Context: an optimization exercise on an open-source flow, tuned for small area, a short achievable clock period and few clock cycles. The choices shown serve that exercise and are no tape-out recipe.
In this exercise RTL edits were held to simulation tests only and were not proved equivalent to the original.
No driver is modelled on the clock port, so clock power and skew are understated where the tree is cut down; a real chip needs a root buffer or a tree.
Power and IR drop assume default switching activity.

Setup of yarrow:
Design lcd_ctrl, start of the top module:
module lcd_ctrl(clk, reset, datain, cmd, cmd_valid, dataout, output_valid, busy);
clock: 4.5 ns
lec_check: 0
abc_clock_period_in_ps: 2000
cap_margin: 20
core_margin: 2
core_utilization: 60
cts_cluster_diameter: 100
cts_cluster_size: 30
setup_slack_margin: 2.76
slew_margin: 20
standard.sh (not shown) runs the stock make flow with config.mk's settings and CLKGATE_MAP_FILE= SYNTH_SCRIPT=/design/flow/synth_recipe.tcl, a recipe that flattens the netlist after the stock synthesis.
==> flow/flow/run.sh <==
#!/bin/bash
# The standard layout (the standard.sh: standard synthesis, floorplan,
# placement, CTS, routing), with these changes:
#  - port buffers are buf_2 cells instead of the default delay-buffer choice;
#  - CTS clusters sinks 30 at a time within 100 um and adds no dummy loads;
#  - after CTS, the middle level of the clock tree is removed and the root
#    buffer is split in three, each driving a third of the leaf clock
#    buffers from the middle of them (flatten_clock.tcl).
# Each tool's output goes to its own log in this folder.
set -euo pipefail
export BUFFER_PORTS_ARGS="-buffer_cell sky130_fd_sc_hd__buf_2"
export CTS_ARGS="-sink_clustering_enable -repair_clock_nets -sink_clustering_size 30 -sink_clustering_max_diameter 100 -dont_use_dummy_load"
bash standard.sh cts > standard_cts.log 2>&1
CTS_ODB=$PWD/orfs/results/sky130hd/lcd_ctrl/base/4_cts.odb \
  openroad -no_init -exit flow/flatten_clock.tcl > flatten_clock.log 2>&1
bash standard.sh > standard.log 2>&1
==> flow/flow/flatten_clock.tcl <==
# Reshape the clock tree that CTS built, keeping every register at the same
# depth (port -> root buffer -> leaf buffer -> register):
#  1. every clock buffer that is driven by the root clock buffer (the one the
#     clock port drives) and drives only clock buffers is taken out, and its
#     loads are driven by the root buffer directly;
#  2. the root buffer's loads are split in three groups by their direction
#     from the middle of them, two more root buffers (same cell) drive two of
#     the groups, and each root buffer is moved to the middle of its group;
#     the clock port then drives the three root buffers.  Detailed placement
#     legalizes the moved and added cells.
read_db $::env(CTS_ODB)
set block [ord::get_db_block]
proc is_clkbuf {inst} {
  return [string match "sky130_fd_sc_hd__clkbuf_*" [[$inst getMaster] getName]]
}

# 1. remove the middle level
set removed 0
foreach inst [$block getInsts] {
  if {![is_clkbuf $inst]} { continue }
  set a [$inst findITerm A]
  set x [$inst findITerm X]
  set in [$a getNet]
  set out [$x getNet]
  if {$in == "NULL" || $out == "NULL"} { continue }
  set drv ""
  foreach it [$in getITerms] {
    if {[$it isOutputSignal]} { set drv [$it getInst] }
  }
  if {$drv == "" || ![is_clkbuf $drv]} { continue }
  set dnet [[$drv findITerm A] getNet]
  if {$dnet == "NULL" || [llength [$dnet getBTerms]] == 0} { continue }
  set ok 1
  foreach it [$out getITerms] {
    if {$it != $x && ![is_clkbuf [$it getInst]]} { set ok 0 }
  }
  if {!$ok} { continue }
  puts "bypass [$inst getName]: loads of [$out getName] move to [$in getName]"
  foreach it [$out getITerms] {
    if {$it != $x} {
      $it disconnect
      $it connect $in
    }
  }
  $a disconnect
  $x disconnect
  odb::dbInst_destroy $inst
  odb::dbNet_destroy $out
  incr removed
}
puts "removed $removed clock buffers"

# 2. split the root
set nroots 3
set root ""
foreach inst [$block getInsts] {
  if {![is_clkbuf $inst]} { continue }
  set n [[$inst findITerm A] getNet]
  if {$n != "NULL" && [llength [$n getBTerms]] > 0} { set root $inst }
}
if {$root == ""} { error "no root clock buffer found" }
set rx [$root findITerm X]
set rnet [$rx getNet]
set pnet [[$root findITerm A] getNet]
set loads {}
foreach it [$rnet getITerms] {
  if {$it != $rx} {
    set b [[$it getInst] getBBox]
    lappend loads [list [expr {([$b xMin] + [$b xMax]) / 2}] [expr {([$b yMin] + [$b yMax]) / 2}] $it]
  }
}
set n [llength $loads]
puts "root [$root getName] drives $n loads"
if {$n >= 2 * $nroots} {
  set cx 0
  set cy 0
  foreach e $loads {
    incr cx [lindex $e 0]
    incr cy [lindex $e 1]
  }
  set cx [expr {$cx / $n}]
  set cy [expr {$cy / $n}]
  set byangle {}
  foreach e $loads {
    lappend byangle [list [expr {atan2([lindex $e 1] - $cy, [lindex $e 0] - $cx)}] $e]
  }
  set byangle [lsort -real -index 0 $byangle]
  set roots [list $root]
  for {set k 1} {$k < $nroots} {incr k} {
    set nb [odb::dbInst_create $block [$root getMaster] clkbuf_0_${k}_clk]
    set nn [odb::dbNet_create $block clknet_0_${k}_clk]
    $nn setSigType CLOCK
    [$nb findITerm A] connect $pnet
    [$nb findITerm X] connect $nn
    lappend roots $nb
  }
  for {set k 0} {$k < $nroots} {incr k} {
    set lo [expr {$k * $n / $nroots}]
    set hi [expr {($k + 1) * $n / $nroots - 1}]
    set r [lindex $roots $k]
    set net [[$r findITerm X] getNet]
    set sx 0
    set sy 0
    set c 0
    foreach a [lrange $byangle $lo $hi] {
      set e [lindex $a 1]
      incr sx [lindex $e 0]
      incr sy [lindex $e 1]
      incr c
      if {$k > 0} {
        set it [lindex $e 2]
        $it disconnect
        $it connect $net
      }
    }
    set m [$r getMaster]
    set x [expr {$sx / $c - [$m getWidth] / 2}]
    set y [expr {$sy / $c - [$m getHeight] / 2}]
    $r setLocation $x $y
    $r setPlacementStatus PLACED
    puts "[$r getName] drives $c loads from ($x, $y)"
  }
  detailed_placement
  check_placement -verbose
}
write_db $::env(CTS_ODB)
Testbench counts of yarrow, summed over its fixed seeds: cycles 148,377.
[inputs] juniper vs yarrow
-- flow/flow/run.sh --
<<< yarrow, line 5
#  - CTS clusters sinks 30 at a time within 100 um and adds no dummy loads;
#  - after CTS, the middle level of the clock tree is removed and the root
#    buffer is split in three, each driving a third of the leaf clock
#    buffers from the middle of them (flatten_clock.tcl).
# Each tool's output goes to its own log in this folder.
>>> juniper, line 5
#  - CTS clusters sinks 30 at a time within 100 um and adds no dummy loads;
#  - after CTS, the middle level of the clock tree is removed and the root
#    buffer is split in four, each driving a quarter of the leaf clock
#    buffers from the middle of them (flatten_clock.tcl).
# Each tool's output goes to its own log in this folder.
-- flow/flow/flatten_clock.tcl --
<<< yarrow, line 4
#     clock port drives) and drives only clock buffers is taken out, and its
#     loads are driven by the root buffer directly;
#  2. the root buffer's loads are split in three groups by their direction
#     from the middle of them, two more root buffers (same cell) drive two of
#     the groups, and each root buffer is moved to the middle of its group;
#     the clock port then drives the three root buffers.  Detailed placement
#     legalizes the moved and added cells.
read_db $::env(CTS_ODB)
>>> juniper, line 4
#     clock port drives) and drives only clock buffers is taken out, and its
#     loads are driven by the root buffer directly;
#  2. the root buffer's loads are split in four groups by their direction
#     from the middle of them, three more root buffers (same cell) drive three of
#     the groups, and each root buffer is moved to the middle of its group;
#     the clock port then drives the four root buffers.  Detailed placement
#     legalizes the moved and added cells.
read_db $::env(CTS_ODB)
<<< yarrow, line 52

# 2. split the root
set nroots 3
set root ""
foreach inst [$block getInsts] {
>>> juniper, line 52

# 2. split the root
set nroots 4
set root ""
foreach inst [$block getInsts] {
-- flow/config.mk --
<<< yarrow, line 12
export CTS_CLUSTER_DIAMETER = 100
export CTS_CLUSTER_SIZE = 30
export SETUP_SLACK_MARGIN = 2.76
export SLEW_MARGIN = 20
>>> juniper, line 12
export CTS_CLUSTER_DIAMETER = 100
export CTS_CLUSTER_SIZE = 30
export SETUP_SLACK_MARGIN = 2.84
export SLEW_MARGIN = 20
[summary]
NOTE internal portion of total power yarrow->juniper increased by a few percent. Any difference in number of instances on the worst hold path between yarrow and juniper is small enough to ignore. juniper vs. yarrow: proportion of power drawn by the clock network decreased by 0.2 points relative to the old numbers; number of fillers in the final layout went down by 3.6%; clock period minus worst slack went down 8.3 ps.

[afterwards: timing with drivers on the ports]
In the flow no input, the clock included, has a driving cell. The finished layouts below were timed again as built, in two steps. Step 1: set_driving_cell puts a clkbuf_16 on clk and a buf_2 on each other input, an assumption about the parent block. Step 2, shift: input delay + t, output delay - t, t = (earliest + latest rising clock arrival at the registers) / 2. This alone moves slack from input paths to output paths. Three values: no drivers, after step 1, after step 2; two values: the first two.
run | t (ns) | setup slack, ns | worst hold slack (ns) | pins driven straight from the clock port
yarrow | 0.387 | 2.785 / 2.715 / 2.589 | 0.320 / 0.320 / 0.320 | 3
juniper | 0.379 | 2.793 / 2.707 / 2.586 | 0.330 / 0.330 / 0.330 | 4
After both steps setup and hold are still met in every run listed. The setup slack of juniper, which loses most, moves by -0.086 ns with the drivers and by -0.207 ns with both steps.
